From an optimization exercise on the open Yosys and OpenROAD flow, aimed at small area, a short achievable clock period and few clock cycles per item; shortcuts taken in it are not production practice.
The RTL was checked by simulation tests, not by an equivalence proof against the original design.

v26:
==> module cordi_arch, before the edit <==
module cordi_arch
(
	input [15:0] theta,
	input bgn,
	input clk,
	input rst_b,
	output [15:0] cos,
	output fin
);
reg [15:0] x, y, z;
reg busy, first, last, fin_r;
reg e1, e2;
reg xsub, xsub_n, yneg, yneg_n;
reg [3:0] hsx, lsx;
wire [3:0] ln = ~busy ? 4'b0001 : first ? 4'b1000 : {lsx[2:0], lsx[3]};
wire [3:0] hn = ~busy ? 4'b0001 : lsx[3] ? {hsx[2:0], hsx[3]} : hsx;
wire neg = z[15];
function [15:0] atan_tab;
	input [3:0] h, l;
	integer k;
	reg [15:0] a;
	begin
		atan_tab = 16'h0000;
		for (k = 3; k < 16; k = k + 1) begin
			a = (k == 3) ? 16'h07f5 : (k == 4) ? 16'h03ff : (16'h4000 >> k);
			if (h[k / 4] & l[k % 4]) atan_tab = atan_tab | a;
		end
	end
endfunction
wire [15:0] atan = first ? (e1 ? (e2 ? 16'h04ea : 16'h2446) : (e2 ? 16'h4042 : 16'h5f9e)) :
                   atan_tab(hsx, lsx);
function [15:0] ash;
	input [15:0] v;
	input [3:0] h, l;
	reg [15:0] m;
	integer j;
	begin
		for (j = 0; j < 16; j = j + 1)
			m[j] = (h[0] & v[j]) | (h[1] & v[j+4 > 15 ? 15 : j+4]) |
			       (h[2] & v[j+8 > 15 ? 15 : j+8]) | (h[3] & v[j+12 > 15 ? 15 : j+12]);
		for (j = 0; j < 16; j = j + 1)
			ash[j] = (l[0] & m[j]) | (l[1] & m[j+1 > 15 ? 15 : j+1]) |
			         (l[2] & m[j+2 > 15 ? 15 : j+2]) | (l[3] & m[j+3 > 15 ? 15 : j+3]);
	end
endfunction
wire [15:0] ysc = ash(y ^ {{8{~xsub_n}}, {8{xsub}}}, hsx, lsx);
wire [15:0] xsc = ash(x ^ {{8{~yneg_n}}, {8{yneg}}}, hsx, lsx);
wire [16:0] x_sum = {x, 1'b1} + {ysc, xsub};
wire [16:0] y_sum = {y, 1'b1} + {xsc, yneg};
wire [16:0] z_sum = {z, 1'b1} + {atan ^ {16{~neg}}, ~neg};
wire [15:0] x_add = x_sum[16:1];
wire [15:0] y_add = y_sum[16:1];
wire [15:0] z_add = z_sum[16:1];
wire [15:0] z_nxt = busy ? z_add : theta;
wire busy_nxt = busy ? ~last : bgn;
reg [15:0] x3, y3;
always @(*)
	case ({neg, e1 ^ neg, e2 ^ neg})
	3'b000: begin x3 = 16'd1245;  y3 = 16'd16166;   end
	3'b001: begin x3 = 16'd8705;  y3 = 16'd13680;   end
	3'b010: begin x3 = 16'd13680; y3 = 16'd8705;    end
	3'b011: begin x3 = 16'd16166; y3 = 16'd1245;    end
	3'b100: begin x3 = 16'd16168; y3 = -16'sd1244;  end
	3'b101: begin x3 = 16'd13680; y3 = -16'sd8706;  end
	3'b110: begin x3 = 16'd8705;  y3 = -16'sd13680; end
	default: begin x3 = 16'd1243; y3 = -16'sd16166; end
	endcase
function lt15;
	input [14:0] t, c;
	reg eq;
	integer k;
	begin
		lt15 = 1'b0;
		eq = 1'b1;
		for (k = 14; k >= 0; k = k - 1) begin
			lt15 = lt15 | (eq & c[k] & ~t[k]);
			eq = eq & ~(c[k] ^ t[k]);
		end
	end
endfunction
wire [14:0] t = theta[14:0];
wire n1_nxt = theta[15] ? lt15(t, 15'h4dbc) : lt15(t, 15'h3244);
wire n2_a = theta[15] ? lt15(t, 15'h3010) : lt15(t, 15'h1498);
wire n2_b = theta[15] ? lt15(t, 15'h6b68) : lt15(t, 15'h4ff0);
wire n2_nxt = n1_nxt ? n2_a : n2_b;
always @(posedge clk) begin
	x <= first ? x3 : x_add;
	y <= first ? y3 : ((busy & ~last) ? y_add : 16'h0000);
	z <= z_nxt;
	xsub <= ~z_nxt[15] & busy_nxt;
	xsub_n <= z_nxt[15] | ~busy_nxt;
	yneg <= z_nxt[15] & busy_nxt;
	yneg_n <= ~z_nxt[15] | ~busy_nxt;
	e1 <= n1_nxt ^ theta[15];
	e2 <= n2_nxt ^ theta[15];
	hsx <= hn; lsx <= ln;
	first <= bgn & ~busy;
	last <= busy & hsx[3] & lsx[2];
end
always @(posedge clk or negedge rst_b) begin
	if (!rst_b) begin
		busy <= 1'b0;
		fin_r <= 1'b0;
	end else begin
		busy <= busy_nxt;
		fin_r <= busy & last;
	end
end
assign cos = x;
assign fin = fin_r;
endmodule
==> flow/config.mk <==
export PLATFORM = sky130hd
export DESIGN_NAME = cordi_arch
export DESIGN_NICKNAME = cordi_arch
export VERILOG_FILES = /design/flow/design.v
export SDC_FILE = /design/flow/constraint.sdc
export NUM_CORES = 4
export LEC_CHECK = 0
export ABC_AREA = 1
export CAP_MARGIN = 20
export CORE_MARGIN = 2
export CORE_UTILIZATION = 40
export CTS_BUF_LIST = sky130_fd_sc_hd__clkbuf_8
export CTS_CLUSTER_SIZE = 30
export GPL_TIMING_DRIVEN = 0
export SLEW_MARGIN = 20
export TNS_END_PERCENT = 0
==> flow/constraint.sdc <==
create_clock -name core_clock -period 10.0 [get_ports {clk}]
set_input_delay 2.0000 -clock core_clock [delete_from_list [all_inputs] [get_ports {clk}]]
set_output_delay 2.0000 -clock core_clock [all_outputs]
set_load 0.01 [all_outputs]
standard.sh (not shown) runs the stock make flow with config.mk's settings and CLKGATE_MAP_FILE= SYNTH_SCRIPT=/design/flow/synth_recipe.tcl, a recipe that flattens the netlist after the stock synthesis.
==> flow/flow/run.sh <==
#!/bin/bash
# Standard ORFS layout, with buf_2 port buffers and repair_timing aiming for a
# larger setup margin (on the worst path only: TNS_END_PERCENT 0 in config.mk).
set -euo pipefail
bash standard.sh "BUFFER_PORTS_ARGS=-buffer_cell sky130_fd_sc_hd__buf_2" SETUP_SLACK_MARGIN=6.9 finish > standard_flow.log 2>&1
Testbench counts of v26, summed over its fixed seeds: cycles 32,768, items 2,048.
[inputs] v27 vs v26
==> flow/design.v <==
module cordi_arch
(
	input [15:0] theta,
	input bgn,
	input clk,
	input rst_b,
	output [15:0] cos,
	output fin
);
reg [15:0] x, y, z;
reg busy, first, last, fin_r;
reg n1;
reg xsub;
reg [3:0] hsx, lsx, hsy, lsy;
wire [3:0] ln = ~busy ? 4'b0001 : first ? 4'b0100 : {lsx[2:0], lsx[3]};
wire [3:0] hn = ~busy ? 4'b0001 : lsx[3] ? {hsx[2:0], hsx[3]} : hsx;
wire neg = z[15];
function [15:0] atan_tab;
	input [3:0] h, l;
	integer k;
	reg [15:0] a;
	begin
		atan_tab = 16'h0000;
		for (k = 2; k < 16; k = k + 1) begin
			a = (k == 2) ? 16'h0fae : (k == 3) ? 16'h07f5 : (k == 4) ? 16'h03ff : (16'h4000 >> k);
			if (h[k / 4] & l[k % 4]) atan_tab = atan_tab | a;
		end
	end
endfunction
wire [15:0] atan = first ? ((neg ^ n1) ? 16'h1498 : 16'h4ff0) : atan_tab(hsx, lsx);
function [15:0] ash;
	input [15:0] v;
	input [3:0] h, l;
	reg [15:0] m;
	integer j;
	begin
		for (j = 0; j < 16; j = j + 1)
			m[j] = (h[0] & v[j]) | (h[1] & v[j+4 > 15 ? 15 : j+4]) |
			       (h[2] & v[j+8 > 15 ? 15 : j+8]) | (h[3] & v[j+12 > 15 ? 15 : j+12]);
		for (j = 0; j < 16; j = j + 1)
			ash[j] = (l[0] & m[j]) | (l[1] & m[j+1 > 15 ? 15 : j+1]) |
			         (l[2] & m[j+2 > 15 ? 15 : j+2]) | (l[3] & m[j+3 > 15 ? 15 : j+3]);
	end
endfunction
wire [15:0] ysc = ash(y ^ {16{xsub}}, hsx, lsx);
wire [15:0] xsc = ash(x ^ {16{neg}}, ~hsy, ~lsy);
wire [16:0] x_sum = {x, 1'b1} + {ysc, xsub};
wire [16:0] y_sum = {y, 1'b1} + {xsc, neg};
wire [16:0] z_sum = {z, 1'b1} + {atan ^ {16{~neg}}, ~neg};
wire [15:0] x_add = x_sum[16:1];
wire [15:0] y_add = y_sum[16:1];
wire [15:0] z_add = z_sum[16:1];
wire [15:0] z_nxt = busy ? z_add : theta;
wire busy_nxt = busy ? ~last : bgn;
wire [15:0] x2 = neg ? (n1 ? 16'd4974 : 16'd14924) : (n1 ? 16'd14923 : 16'd4975);
wire [15:0] y2 = neg ? (n1 ? -16'sd14923 : -16'sd4975) : (n1 ? 16'd4975 : 16'd14923);
function lt15;
	input [14:0] t, c;
	reg eq;
	integer k;
	begin
		lt15 = 1'b0;
		eq = 1'b1;
		for (k = 14; k >= 0; k = k - 1) begin
			lt15 = lt15 | (eq & c[k] & ~t[k]);
			eq = eq & ~(c[k] ^ t[k]);
		end
	end
endfunction
wire n1_nxt = theta[15] ? lt15(theta[14:0], 15'h4dbc) : lt15(theta[14:0], 15'h3244);
always @(posedge clk) begin
	x <= first ? x2 : x_add;
	y <= first ? y2 : ((busy & ~last) ? y_add : 16'h0000);
	z <= z_nxt;
	xsub <= ~z_nxt[15] & busy_nxt;
	n1 <= n1_nxt;
	hsx <= hn; lsx <= ln;
	hsy <= ~hn; lsy <= ~ln;
	first <= bgn & ~busy;
	last <= busy & hsx[3] & lsx[2];
end
always @(posedge clk or negedge rst_b) begin
	if (!rst_b) begin
		busy <= 1'b0;
		fin_r <= 1'b0;
	end else begin
		busy <= busy_nxt;
		fin_r <= busy & last;
	end
end
assign cos = x;
assign fin = fin_r;
endmodule
==> summary.txt <==
- Cmp v27 vs v26: tap cell count lower in v27
- Global placer's final weighted congestion for v27: 5.0% down relative to v26
- Across both runs, async set-or-reset flop fraction in the synthesized netlist was lower for v27 than for v26.
- v26 has higher standard-cell row count than v27.
- Against v26, v27 reports a share of synthesized cell area in and, or, nand and nor gates that is lower.
- v27 falls short of v26 in final period demand of the worst path.
- v27 reports a higher post-placement setup slack than v26 does.
- For the global-route usage, v27 came in 3.1 points lower than v26 did.
- Row amount of wire on met2 after detailed routing: v27 lower / v26 higher
- Compared to v26, v27 has clock-buffer cell count 1 lower.
- v26 ended up with yneg as its startpoint of the most critical setup path; v27 ended up with x[0].
Testbench counts of v27, summed over its fixed seeds: cycles 34,816, items 2,048.

-- separate check: timing with driven ports --
How much do the figures lean on ideal ports? The routed layouts below were timed once more, with nothing changed but the port constraints.
Step 1, drivers: a clkbuf_16 drives clk and a buf_2 each remaining input, both assumed.
Step 2, shift: input delay + t, output delay - t, t = (earliest + latest rising clock arrival at the registers) / 2. This alone moves slack from input paths to output paths.
Slacks: no drivers / after step 1 / after step 2; pairs: no drivers / after step 1.
| run | t (ns) | setup WS [ns] | hold slack, ns | worst data-port slew with drivers (ns) | cell pins on the clock port's net |
|---|---|---|---|---|---|
| v26 | 0.410 | 6.962 / 6.933 / 6.884 | 0.541 / 0.541 / 0.541 | 0.03 | 1 |
| v27 | 0.400 | 6.931 / 6.893 / 6.951 | 0.468 / 0.468 / 0.468 | 0.03 | 1 |
After both steps every run listed still meets setup and hold. The setup slack of v26, which loses most, moves by -0.029 ns with the drivers and by -0.078 ns with both steps.
